What follows belongs to an exercise in optimizing a design on an open flow for small area, a short achievable clock period and few clock cycles per item; a production flow would make more cautious choices.
Function was checked by simulation only, so behaviour that the tests miss may differ from the original.

<file path="flow/design.v">
`timescale 1ns / 1ps
module decoder_3nrm_mld_final_v3 (
    input wire clk,
    input wire rst_n,          
    input wire start,           
    input wire [63:0] residues_in, 
    output reg [15:0] data_out,   
    output reg valid,
    output reg uncorrectable      
);
    wire [6:0] r [0:8];
    assign r[0] = {1'b0, residues_in[63:58]}; 
    assign r[1] = {1'b0, residues_in[57:52]}; 
    assign r[2] =        residues_in[51:45];  
    assign r[3] = {2'b0, residues_in[44:40]}; 
    assign r[4] = {2'b0, residues_in[39:35]}; 
    assign r[5] = {2'b0, residues_in[34:30]}; 
    assign r[6] = {2'b0, residues_in[29:25]}; 
    assign r[7] = {2'b0, residues_in[24:20]}; 
    assign r[8] = {3'b0, residues_in[19:16]}; 
    function automatic [6:0] MODS(input [3:0] idx);
        case (idx)
            4'd0: MODS = 7'd64; 4'd1: MODS = 7'd63; 4'd2: MODS = 7'd65;
            4'd3: MODS = 7'd31; 4'd4: MODS = 7'd29; 4'd5: MODS = 7'd23;
            4'd6: MODS = 7'd19; 4'd7: MODS = 7'd17;
            default: MODS = 7'd11;
        endcase
    endfunction
    typedef enum logic [3:0] {
        ST_IDLE,      
        ST_LOAD,      
        ST_MRC,       
        ST_DIST_INIT, 
        ST_DIST_MOD,   
        ST_DIST_LATCH, 
        ST_DIST_CMP,
        ST_UPDATE,    
        ST_NEXT,      
        ST_DONE       
    } state_t;
    state_t state, next_state;
    reg [6:0] combo_idx;       
    reg [3:0] i_idx, j_idx, k_idx;  
    reg [4:0] dist_idx;        
    reg [17:0] current_x_reg; 
    reg [6:0]  current_mod_res;  
    reg [3:0]  current_dist_acc; 
    reg [3:0]  min_dist_reg;   
    reg [17:0] best_val_reg;  
    wire [17:0] mrc_result;
    wire [6:0]  mod_result_wire;
    integer count, x, y, z;
    always @(*) begin
        x = 0; y = 1; z = 2;
        count = 0;
        i_idx = 0; j_idx = 1; k_idx = 2;  
        for(x=0; x<7; x=x+1) begin
            for(y=x+1; y<8; y=y+1) begin
                for(z=y+1; z<9; z=z+1) begin
                    if (count == combo_idx) begin
                        i_idx = x; 
                        j_idx = y; 
                        k_idx = z;
                    end
                    count = count + 1;
                end
            end
        end
    end
    wire [6:0] m1 = MODS(i_idx);
    wire [6:0] m2 = MODS(j_idx);
    wire [6:0] m3 = MODS(k_idx);
    wire [6:0] r1 = r[i_idx];
    wire [6:0] r2 = r[j_idx];
    wire [6:0] r3 = r[k_idx];
    mrc_unit_optimized u_mrc_single (
        .r1(r1), .m1(m1),
        .r2(r2), .m2(m2),
        .r3(r3), .m3(m3),
        .x_out(mrc_result)
    );
    mod_unit u_mod_calc (
        .x({14'd0, current_x_reg}), 
        .mod_sel(dist_idx),
        .mod_out(mod_result_wire)
    );
    wire [3:0] diff_step = (current_mod_res != r[dist_idx]) ? 4'd1 : 4'd0;
    wire [3:0] next_dist_acc = current_dist_acc + diff_step;
    always @(posedge clk or negedge rst_n) begin
        if (!rst_n) begin
            state <= ST_IDLE;
        end else begin
            state <= next_state;
        end
    end
    always @(*) begin
        next_state = state;
        case (state)
            ST_IDLE: begin
                if (start) next_state = ST_LOAD;
            end
            ST_LOAD: begin
                next_state = ST_MRC;
            end
            ST_MRC: begin
                next_state = ST_DIST_INIT;
            end
            ST_DIST_INIT: begin
                next_state = ST_DIST_MOD;
            end
            ST_DIST_MOD: begin
                next_state = ST_DIST_LATCH;
            end
            ST_DIST_LATCH: begin
                next_state = ST_DIST_CMP;
            end
            ST_DIST_CMP: begin
                if (dist_idx == 4'd8) begin
                    next_state = ST_UPDATE;
                end else begin
                    next_state = ST_DIST_MOD; 
                end
            end
            ST_UPDATE: begin
                next_state = ST_NEXT;
            end
            ST_NEXT: begin
                if (combo_idx == 7'd83) begin
                    next_state = ST_DONE;
                end else begin
                    next_state = ST_LOAD;
                end
            end
            ST_DONE: begin
                next_state = ST_IDLE;
            end
            default: next_state = ST_IDLE;
        endcase
    end
    always @(posedge clk or negedge rst_n) begin
        if (!rst_n) begin
            combo_idx       <= 0;
            dist_idx        <= 0;
            current_x_reg   <= 0;
            current_mod_res <= 0;
            current_dist_acc<= 0;
            min_dist_reg    <= 4'd10;
            best_val_reg    <= 0;
            valid           <= 0;
            uncorrectable   <= 0;
            data_out        <= 0;
        end else begin
            valid         <= 0;
            uncorrectable <= 0;
            case (state)
                ST_IDLE: begin
                    if (start) begin
                        combo_idx    <= 0;
                        min_dist_reg <= 4'd10; 
                        best_val_reg <= 0;
                    end
                end
                ST_MRC: begin
                    current_x_reg <= mrc_result;
                end
                ST_DIST_INIT: begin
                    dist_idx        <= 0;
                    current_dist_acc<= 0;
                    current_mod_res <= 0;
                end
                ST_DIST_MOD: begin
                end
                ST_DIST_LATCH: begin
                    current_mod_res <= mod_result_wire;
                end
                ST_DIST_CMP: begin
                    if (current_mod_res != r[dist_idx]) begin
                        current_dist_acc <= current_dist_acc + 1;
                    end 
                    if (dist_idx != 4'd8) begin
                        dist_idx <= dist_idx + 1;
                    end
                end
                ST_UPDATE: begin
                    if (current_dist_acc < min_dist_reg) begin
                        min_dist_reg <= current_dist_acc;
                        best_val_reg <= current_x_reg;
                    end
                end
                ST_NEXT: begin
                    if (combo_idx == 7'd83) begin
                    end else begin
                        combo_idx <= combo_idx + 1;
                    end
                end
                ST_DONE: begin
                    if (min_dist_reg <= 3 && best_val_reg < 18'd65536) begin
                        data_out <= best_val_reg[15:0];
                        valid <= 1;
                    end else begin
                        uncorrectable <= 1;
                        valid <= 1;
                        data_out <= 0;
                    end
                end
                default: begin
                end
            endcase
        end
    end
endmodule
    module mrc_unit_optimized (
        input wire [6:0] r1, m1,
        input wire [6:0] r2, m2,
        input wire [6:0] r3, m3,
        output wire [17:0] x_out
    );
        wire [6:0] a1 = r1;
        wire [6:0] a2, a3;
        wire [6:0] inv_12 = get_mod_inv(m1, m2);
        wire [6:0] a1_m2 = small_mod(a1, m2);
        wire [7:0] diff2 = (r2 >= a1_m2) ? (r2 - a1_m2) : (r2 + m2 - a1_m2);
        wire [13:0] prod2 = diff2 * inv_12;
        assign a2 = fast_mod_safe(prod2, m2);
        wire [6:0] inv_13 = get_mod_inv(m1, m3);
        wire [6:0] inv_23 = get_mod_inv(m2, m3);
        wire [6:0] a1_m3 = small_mod(a1, m3);
        wire [6:0] a2_m3 = small_mod(a2, m3);
        wire [8:0] diff3_raw = (r3 >= a1_m3) ? (r3 - a1_m3) : (r3 + m3 - a1_m3);
        wire [14:0] term1 = diff3_raw * inv_13;
        wire [6:0] term1_mod = fast_mod_safe(term1, m3);
        wire [8:0] diff3_final = (term1_mod >= a2_m3) ? (term1_mod - a2_m3) : (term1_mod + m3 - a2_m3);
        wire [14:0] term2 = diff3_final * inv_23;
        assign a3 = fast_mod_safe(term2, m3);
        assign x_out = a1 + (a2 * m1) + (a3 * m1 * m2);
        function automatic [6:0] small_mod(input [6:0] val, input [6:0] m);
            reg [9:0] t;
            begin
                t = {3'd0, val};
                if (t >= {1'b0, m, 2'b00}) t = t - {1'b0, m, 2'b00};
                if (t >= {2'b0, m, 1'b0}) t = t - {2'b0, m, 1'b0};
                if (t >= {3'd0, m}) t = t - {3'd0, m};
                small_mod = t[6:0];
            end
        endfunction
        function automatic [6:0] fast_mod_safe(input [15:0] val, input [6:0] m);
            reg [15:0] t;
            begin
                t = val;
                if (t >= (m * 16'd512)) t = t - (m * 16'd512);
                if (t >= (m * 16'd256)) t = t - (m * 16'd256);
                if (t >= (m * 16'd128)) t = t - (m * 16'd128);
                if (t >= (m * 16'd64))  t = t - (m * 16'd64);
                if (t >= (m * 16'd32))  t = t - (m * 16'd32);
                if (t >= (m * 16'd16))  t = t - (m * 16'd16);
                if (t >= (m * 16'd8))   t = t - (m * 16'd8);
                if (t >= (m * 16'd4))   t = t - (m * 16'd4);
                if (t >= (m * 16'd2))   t = t - (m * 16'd2);
                if (t >= m)             t = t - m;
                if (t >= m) t = t - m;
                fast_mod_safe = t[6:0];
            end
        endfunction
        function automatic [6:0] get_mod_inv(input [6:0] mx, input [6:0] my);
            begin
                case ({mx, my})
                    {7'd64, 7'd63}: get_mod_inv = 7'd1;   {7'd64, 7'd65}: get_mod_inv = 7'd64;
                    {7'd64, 7'd31}: get_mod_inv = 7'd16;  {7'd64, 7'd29}: get_mod_inv = 7'd5;
                    {7'd64, 7'd23}: get_mod_inv = 7'd9;   {7'd64, 7'd19}: get_mod_inv = 7'd11;
                    {7'd64, 7'd17}: get_mod_inv = 7'd4;   {7'd64, 7'd11}: get_mod_inv = 7'd5;
                    {7'd63, 7'd64}: get_mod_inv = 7'd63;  {7'd63, 7'd65}: get_mod_inv = 7'd32;
                    {7'd63, 7'd31}: get_mod_inv = 7'd1;   {7'd63, 7'd29}: get_mod_inv = 7'd6;
                    {7'd63, 7'd23}: get_mod_inv = 7'd19;  {7'd63, 7'd19}: get_mod_inv = 7'd16;
                    {7'd63, 7'd17}: get_mod_inv = 7'd10;  {7'd63, 7'd11}: get_mod_inv = 7'd7;
                    {7'd65, 7'd64}: get_mod_inv = 7'd1;   {7'd65, 7'd63}: get_mod_inv = 7'd32;
                    {7'd65, 7'd31}: get_mod_inv = 7'd21;  {7'd65, 7'd29}: get_mod_inv = 7'd25;
                    {7'd65, 7'd23}: get_mod_inv = 7'd17;  {7'd65, 7'd19}: get_mod_inv = 7'd12;
                    {7'd65, 7'd17}: get_mod_inv = 7'd11;  {7'd65, 7'd11}: get_mod_inv = 7'd10;
                    {7'd31, 7'd64}: get_mod_inv = 7'd39;  {7'd31, 7'd63}: get_mod_inv = 7'd47;
                    {7'd31, 7'd65}: get_mod_inv = 7'd44;  {7'd31, 7'd29}: get_mod_inv = 7'd15;
                    {7'd31, 7'd23}: get_mod_inv = 7'd3;   {7'd31, 7'd19}: get_mod_inv = 7'd8;
                    {7'd31, 7'd17}: get_mod_inv = 7'd11;  {7'd31, 7'd11}: get_mod_inv = 7'd5;
                    {7'd29, 7'd64}: get_mod_inv = 7'd55;  {7'd29, 7'd63}: get_mod_inv = 7'd58;
                    {7'd29, 7'd65}: get_mod_inv = 7'd56;  {7'd29, 7'd31}: get_mod_inv = 7'd15;
                    {7'd29, 7'd23}: get_mod_inv = 7'd4;   {7'd29, 7'd19}: get_mod_inv = 7'd2;
                    {7'd29, 7'd17}: get_mod_inv = 7'd10;  {7'd29, 7'd11}: get_mod_inv = 7'd8;
                    {7'd23, 7'd64}: get_mod_inv = 7'd47;  {7'd23, 7'd63}: get_mod_inv = 7'd44;
                    {7'd23, 7'd65}: get_mod_inv = 7'd47;  {7'd23, 7'd31}: get_mod_inv = 7'd27;
                    {7'd23, 7'd29}: get_mod_inv = 7'd24;  {7'd23, 7'd19}: get_mod_inv = 7'd5;
                    {7'd23, 7'd17}: get_mod_inv = 7'd3;   {7'd23, 7'd11}: get_mod_inv = 7'd1;
                    {7'd19, 7'd64}: get_mod_inv = 7'd51;  {7'd19, 7'd63}: get_mod_inv = 7'd10;
                    {7'd19, 7'd65}: get_mod_inv = 7'd51;  {7'd19, 7'd31}: get_mod_inv = 7'd18;
                    {7'd19, 7'd29}: get_mod_inv = 7'd26;  {7'd19, 7'd23}: get_mod_inv = 7'd17;
                    {7'd19, 7'd17}: get_mod_inv = 7'd9;   {7'd19, 7'd11}: get_mod_inv = 7'd7;
                    {7'd17, 7'd64}: get_mod_inv = 7'd49;  {7'd17, 7'd63}: get_mod_inv = 7'd26;
                    {7'd17, 7'd65}: get_mod_inv = 7'd38;  {7'd17, 7'd31}: get_mod_inv = 7'd11;
                    {7'd17, 7'd29}: get_mod_inv = 7'd12;  {7'd17, 7'd23}: get_mod_inv = 7'd19;
                    {7'd17, 7'd19}: get_mod_inv = 7'd9;   {7'd17, 7'd11}: get_mod_inv = 7'd2;
                    {7'd11, 7'd64}: get_mod_inv = 7'd35;  {7'd11, 7'd63}: get_mod_inv = 7'd23;
                    {7'd11, 7'd65}: get_mod_inv = 7'd6;   {7'd11, 7'd31}: get_mod_inv = 7'd17;
                    {7'd11, 7'd29}: get_mod_inv = 7'd8;   {7'd11, 7'd23}: get_mod_inv = 7'd21;
                    {7'd11, 7'd19}: get_mod_inv = 7'd7;   {7'd11, 7'd17}: get_mod_inv = 7'd14;
                    default: get_mod_inv = 7'd1;
                endcase
            end
        endfunction
    endmodule
    module mod_unit (
        input  logic [31:0] x,
        input  logic [3:0]  mod_sel,    
        output logic [6:0]  mod_out
    );
        function automatic [6:0] mod64(input logic [31:0] x);
            begin mod64 = x[5:0]; end
        endfunction
        function automatic [6:0] mod63(input logic [31:0] x);
            logic [11:0] sum1;
            logic [6:0]  sum2;
            begin
                sum1 = x[5:0]+x[11:6]+x[17:12]+x[23:18]+x[29:24]+{4'b0,x[31:30]};
                sum2 = sum1[5:0] + sum1[11:6];
                if (sum2 >= 63) mod63 = sum2 - 63;
                else            mod63 = sum2;
            end
        endfunction
        function automatic [6:0] mod65(input logic [31:0] x);
            logic signed [12:0] sum1;
            logic [8:0] t;
            begin
                sum1 =  x[5:0] - x[11:6] + x[17:12]
                      - x[23:18] + x[29:24] - {4'b0,x[31:30]};
                t = sum1 + 13'sd130;            
                if (t >= 9'd260) t = t - 9'd260;
                if (t >= 9'd130) t = t - 9'd130;
                if (t >= 9'd65)  t = t - 9'd65;
                mod65 = t[6:0];
            end
        endfunction
        function automatic [5:0] mod31(input logic [31:0] x);
            logic [11:0] sum1;
            logic [5:0]  sum2;
            begin
                sum1 = x[4:0]+x[9:5]+x[14:10]+x[19:15]+
                       x[24:20]+x[29:25]+{3'b0,x[31:30]};
                sum2 = sum1[4:0] + sum1[9:5];
                if (sum2 >= 31) mod31 = sum2 - 31;
                else            mod31 = sum2;
            end
        endfunction
        function automatic [5:0] mod29(input logic [31:0] x);
            logic [11:0] temp;
            begin
                temp = x[4:0] + 3*x[9:5] + 9*x[14:10] +
                       27*x[19:15] + 23*x[24:20] +
                       11*x[29:25] + 4*x[31:30];
                if (temp >= 12'd1856) temp = temp - 12'd1856;
                if (temp >= 12'd928) temp = temp - 12'd928;
                if (temp >= 12'd464) temp = temp - 12'd464;
                if (temp >= 12'd232) temp = temp - 12'd232;
                if (temp >= 12'd116) temp = temp - 12'd116;
                if (temp >= 12'd58) temp = temp - 12'd58;
                if (temp >= 12'd29) temp = temp - 12'd29;
                mod29 = temp[5:0];
            end
        endfunction
        function automatic [5:0] mod23(input logic [31:0] x);
            logic [11:0] temp;
            begin
                temp = x[4:0] + 9*x[9:5] + 12*x[14:10] +
                       16*x[19:15] + 6*x[24:20] +
                       8*x[29:25] + 3*x[31:30];
                if (temp >= 12'd1472) temp = temp - 12'd1472;
                if (temp >= 12'd736) temp = temp - 12'd736;
                if (temp >= 12'd368) temp = temp - 12'd368;
                if (temp >= 12'd184) temp = temp - 12'd184;
                if (temp >= 12'd92) temp = temp - 12'd92;
                if (temp >= 12'd46) temp = temp - 12'd46;
                if (temp >= 12'd23) temp = temp - 12'd23;
                mod23 = temp[5:0];
            end
        endfunction
        function automatic [5:0] mod19(input logic [31:0] x);
            logic [11:0] temp;
            begin
                temp = x[4:0] + 13*x[9:5] + 17*x[14:10] +
                       12*x[19:15] + 4*x[24:20] +
                       14*x[29:25] + 11*x[31:30];
                if (temp >= 12'd1216) temp = temp - 12'd1216;
                if (temp >= 12'd608) temp = temp - 12'd608;
                if (temp >= 12'd304) temp = temp - 12'd304;
                if (temp >= 12'd152) temp = temp - 12'd152;
                if (temp >= 12'd76) temp = temp - 12'd76;
                if (temp >= 12'd38) temp = temp - 12'd38;
                if (temp >= 12'd19) temp = temp - 12'd19;
                mod19 = temp[5:0];
            end
        endfunction
        function automatic [4:0] mod17(input logic [31:0] x);
            logic signed [8:0] temp;
            logic [7:0] t;
            begin
                temp = x[3:0] - x[7:4] + x[11:8] -
                       x[15:12] + x[19:16] -
                       x[23:20] + x[27:24] -
                       x[31:28];
                t = temp + 9'sd68;              
                if (t >= 8'd68) t = t - 8'd68;
                if (t >= 8'd34) t = t - 8'd34;
                if (t >= 8'd17) t = t - 8'd17;
                mod17 = t[4:0];
            end
        endfunction
        function automatic [3:0] mod11(input logic [31:0] x);
            logic signed [7:0] temp;
            logic [8:0] t;
            begin
                temp = x[4:0]-x[9:5]+x[14:10]-x[19:15]
                      +x[24:20]-x[29:25]+x[31:30];
                t = {temp[7], temp} + 9'sd110;   
                if (t >= 9'd176) t = t - 9'd176;
                if (t >= 9'd88)  t = t - 9'd88;
                if (t >= 9'd44)  t = t - 9'd44;
                if (t >= 9'd22)  t = t - 9'd22;
                if (t >= 9'd11)  t = t - 9'd11;
                mod11 = t[3:0];
            end
        endfunction
        always_comb begin
            case (mod_sel)
                4'd0: mod_out = {1'b0, mod64(x)};        
                4'd1: mod_out = mod63(x);
                4'd2: mod_out = mod65(x);
                4'd3: mod_out = {1'b0, mod31(x)};        
                4'd4: mod_out = {1'b0, mod29(x)};
                4'd5: mod_out = {1'b0, mod23(x)};
                4'd6: mod_out = {1'b0, mod19(x)};
                4'd7: mod_out = {2'b0, mod17(x)};        
                4'd8: mod_out = {3'b0, mod11(x)};        
                default: mod_out = 7'd0;
            endcase
        end
    endmodule
</file>
<file path="flow/run.sh">
#!/bin/bash
# synth_recipe.tcl (not shown) runs the flow's synth.tcl, then flattens the netlist and writes it again
# the make line also repeats each setting of config.mk as NAME=value (left out here)
make -C /OpenROAD-flow-scripts/flow DESIGN_CONFIG=/design/flow/config.mk WORK_HOME=/design/flow/orfs CLKGATE_MAP_FILE= SYNTH_SCRIPT=/design/flow/synth_recipe.tcl finish
</file>
<file path="flow/config.mk">
export PLATFORM = sky130hd
export DESIGN_NAME = decoder_3nrm_mld_final_v3
export DESIGN_NICKNAME = decoder_3nrm_mld_final_v3
export VERILOG_FILES = /design/flow/design.v
export SDC_FILE = /design/flow/constraint.sdc
export NUM_CORES = 4
export LEC_CHECK = 0
export CAP_MARGIN = 20
export CORE_MARGIN = 2
export CORE_UTILIZATION = 40
export SLEW_MARGIN = 20
</file>
<file path="flow/constraint.sdc">
create_clock -name core_clock -period 110.0 [get_ports {clk}]
set_input_delay 22.0000 -clock core_clock [delete_from_list [all_inputs] [get_ports {clk}]]
set_output_delay 22.0000 -clock core_clock [all_outputs]
set_load 0.01 [all_outputs]
</file>
==> run summary <==
[critical path, delay by kind of cell]
family	cells	cell delay (ps)
adder cells (fa/ha/maj)	55	20620
AND/OR/NAND/NOR	121	18160
buffers and inverters	53	6050
AO/OA/AOI/OAI	187	30640
multiplexers	21	6490
XOR/XNOR	5	780
[per-layer routing]
layer  share of wire (%)  vias up  global-route usage [%]
met2                  45     1737                    39.4
li1                    -    27010                       -
met5              0.0068        -                       0
met4                 1.4        2                    3.63
met3                 5.9      183                    1.61
met1                  48    26773                    35.2
[area by class of cell]
cell class	count	share of cell area, %
tap	1876	3.79
multi-input combinational	6435	82.4
clock buffer	9	0.364
clock inverter	7	0.121
sequential	85	3.44
inverter	707	4.29
timing repair buffer	432	5.62
[worst max path at each step]
stage / start / endpoint / slack [ps] / cells after the start
floorplan: residues_in[47] / current_x_reg[17] / 2230 / 442
global placement: residues_in[39] / current_x_reg[17] / 1560 / 430
detailed placement: residues_in[39] / current_x_reg[17] / 950 / 436
CTS: residues_in[39] / current_x_reg[17] / 850 / 436
global route: residues_in[47] / current_x_reg[17] / -320 / 448
finish: residues_in[47] / current_x_reg[17] / 5300 / 442
[logic make-up after synthesis]
kind of cell,share of synthesized area (%)
AO/OA/AOI/OAI,25.1
XOR/XNOR,9.06
adder cells (fa/ha/maj),29.2
buffers and inverters,6.46
flip-flops,3.81
multiplexers,4.62
other,0.0134
AND/OR/NAND/NOR,21.7
[cells in the mapped netlist, drive strengths merged (35+ instances only)]
library cell  instances
and3                 43
a21o                239
nor2                629
mux2                120
a21oi               494
inv                 702
nand4                91
nor4                 49
clkbuf              135
fa                  341
a31oi                69
mux2i               122
ha                  759
dfrtp                83
o21bai              116
a22o                 35
nand2b              166
nand3               168
nand2               638
xnor2               374
or2                  69
nor2b               158
o21ai               409
or3                  47
a211oi               63
o211ai               62
o31ai                50
a221oi               45
buf                  82
o21a                 49
xor2                204
and2                 96
a22oi                41
nor3                155
[layout by cell type (no fill, tap or decap), types with 112 or more instances in the layout]
| cell type | netlist | final |
|---|---|---|
| sky130_fd_sc_hd__o21bai_1 | 116 | 112 |
| sky130_fd_sc_hd__nand3_1 | 166 | 165 |
| sky130_fd_sc_hd__a21o_1 | 239 | 239 |
| sky130_fd_sc_hd__nand2_1 | 635 | 633 |
| sky130_fd_sc_hd__nand2b_1 | 166 | 164 |
| sky130_fd_sc_hd__nor2_1 | 628 | 615 |
| sky130_fd_sc_hd__xnor2_1 | 374 | 366 |
| sky130_fd_sc_hd__fa_1 | 341 | 340 |
| sky130_fd_sc_hd__xor2_1 | 204 | 203 |
| sky130_fd_sc_hd__inv_1 | 693 | 691 |
| sky130_fd_sc_hd__o21ai_0 | 375 | 354 |
| sky130_fd_sc_hd__a21oi_1 | 491 | 453 |
| sky130_fd_sc_hd__buf_4 | 11 | 359 |
| sky130_fd_sc_hd__nor2b_1 | 158 | 153 |
| sky130_fd_sc_hd__nor3_1 | 146 | 142 |
| sky130_fd_sc_hd__ha_1 | 759 | 754 |
[through the flow]
step / utilization (%) / hold slack [ps] / area (um2) / TNS [ps] / instances
2_1_floorplan: - / 440 / 56000 / 0 / 7443
3_3_place_gp: 43.6 / 457 / 60700 / 0 / 9512
3_5_place_dp: 43.7 / 457 / 60700 / 0 / 9512
4_1_cts: 43.9 / 474 / 61000 / 0 / 9528
5_1_grt: 44.5 / 500 / 61900 / -726 / 9551
6_report: 44.5 / 471 / 61900 / 0 / 9551
[repair_timing]
action                                  CTS  global route
resized for setup                         0           196
buffers inserted                          0            21
endpoints found under the setup margin    0            18
==> results.ini <==
[status]
run_status=finished clean

[detailed_routing]
drt_wl_total_um=177000
first_pass_iters=6
viasPerCell=5.83
via_count=55705
antenna_left=0
drt_drc_violations_left=0
dr.first_iter.drc_count=4552
wl_per_cell_um=18.6

[clocking]
cts.root.buffer_cell=sky130_fd_sc_hd__clkbuf_16
cts_num_sinks=85
htree_num_levels=3
clock_latency_ps=350
postCtsHoldBufs=0
worst_setup_hold_path_clk_slew_ps=80
cts-root-to-sink-buffers=2
cts_buf_count=9
cts_tree=yes

[die]
start_util_pct=40.2
std_cell_rows=137
die_width_um=378
pin_count=85
core_area_um2=139000
height_of_the_die_um=378
design.die.area_um2=143000

[layout]
areaGrowthSynthToFinish_pct=10.8
layout-drive-gt1-share_pct=10.5
antenna_cells_inserted=0
nets=8837
nFillCells=14027
multi_input_comb_area_um2=51000
ff_latch_area_um2=2130

[run]
cap_violations=0

[setup_path]
worst_setup_path_start_kind=primary input
critical_setup_path_kind=primary input to register
r2r_start=combo_idx[0]
crit_path_frequent_cell=sky130_fd_sc_hd__a21o_1
end_kind=register
worst-endpoint-arrival_ps=104890
slowest_stage_delay_cp_ps=600
rr_worst_depth=448
cp_slowest_cell=sky130_fd_sc_hd__or4_4
regToRegSetupSlack_ps=23070
r2r-end=current_x_reg[17]
required_ps=110190
crit_fanout=10

[logic_synthesis]
post_synthesis_cell_type_with_the_largest_combined_area=sky130_fd_sc_hd__ha_1
fraction_of_post_synthesis_cell_area_in_the_top_cell_type_by_area_pct=17.0
synthesis.yosys.warnings=4
async_reset_ff_share_pct=100
synth.top_cells.by_area=sky130_fd_sc_hd__ha_1 17%, sky130_fd_sc_hd__fa_1 12%, sky130_fd_sc_hd__xnor2_1 5.9%
netlist_instances=7422
number_of_flops_mapped_to_enable_cells_by_yosys=0
synth_cell_type_count=141
seq_area_frac_synth_pct=3.81
synth_top_flop_cell=sky130_fd_sc_hd__dfrtp_1
average_cell_area_after_synthesis_um2=7.53
synth-seq-cells=85
netlist_area_um2=55900

[global_routing]
grt_antenna_before_repair=1
first_global_vias=53333
globalRouteOverflowTotal=0
grt_first_pass_wirelength_um=285000
grt_util_all_layers_pct=24.1
grt_start_max_net_pins=72

[placed_design]
gp_congestion=0.941
dp_worst_setup_slack_ps=950
buffer_ports.inserted=68
place.detailed.hpwl_um=143000

[timing]
setup_violations=0
fin_crit_ps=104700
worst_slack_ps=5300
timing.max_slew.rel_slack_pct=22.6
timing_max_transition_violations_final=0
finClkSkew_ps=17.8
final_min_period_over_clock_period_pct=95.2
timing_worst_slew_pin_value_ps=1130
timing.final.hold_violations=0
highest_clock_frequency_the_design_can_meet_mhz=9.55

[hold_path]
worstHoldEndpoint=best_val_reg[6]
min-delay-path-class=register to register
hold-path-cell-count=2
hold_path.startpoint=best_val_reg[6]

Testbench counts, summed over its fixed seeds: cycles 1,291,200, items 480.

-- re-timing with driven ports --
The results above use ideal ports. As a check the final layout listed here was re-extracted and re-timed, cells and wires unchanged.
Step 1 sets driving cells, clkbuf_16 on the clock port and buf_2 on the other inputs (assumed; they add their load-dependent delay and slew).
Step 2 adds t to the input delays and takes it off the output delays; t is the mean of the earliest and latest rising clock arrival at the registers after step 1. Input paths then give back, and output paths get back, about the clock's delay inside the block.
Slacks: no drivers / after step 1 / after step 2; pairs: no drivers / after step 1.
t (ns): 0.396
setup WS [ns]: 5.299 / 5.311 / 4.915
hold slack, ns: 0.471 / 0.471 / 0.471
worst setup path after step 2: input to register
clock arrival spread, ns: 0.018 / 0.018
After both steps this run still meets setup and hold. The setup slack of this run moves by +0.012 ns with the drivers and by -0.384 ns with both steps.
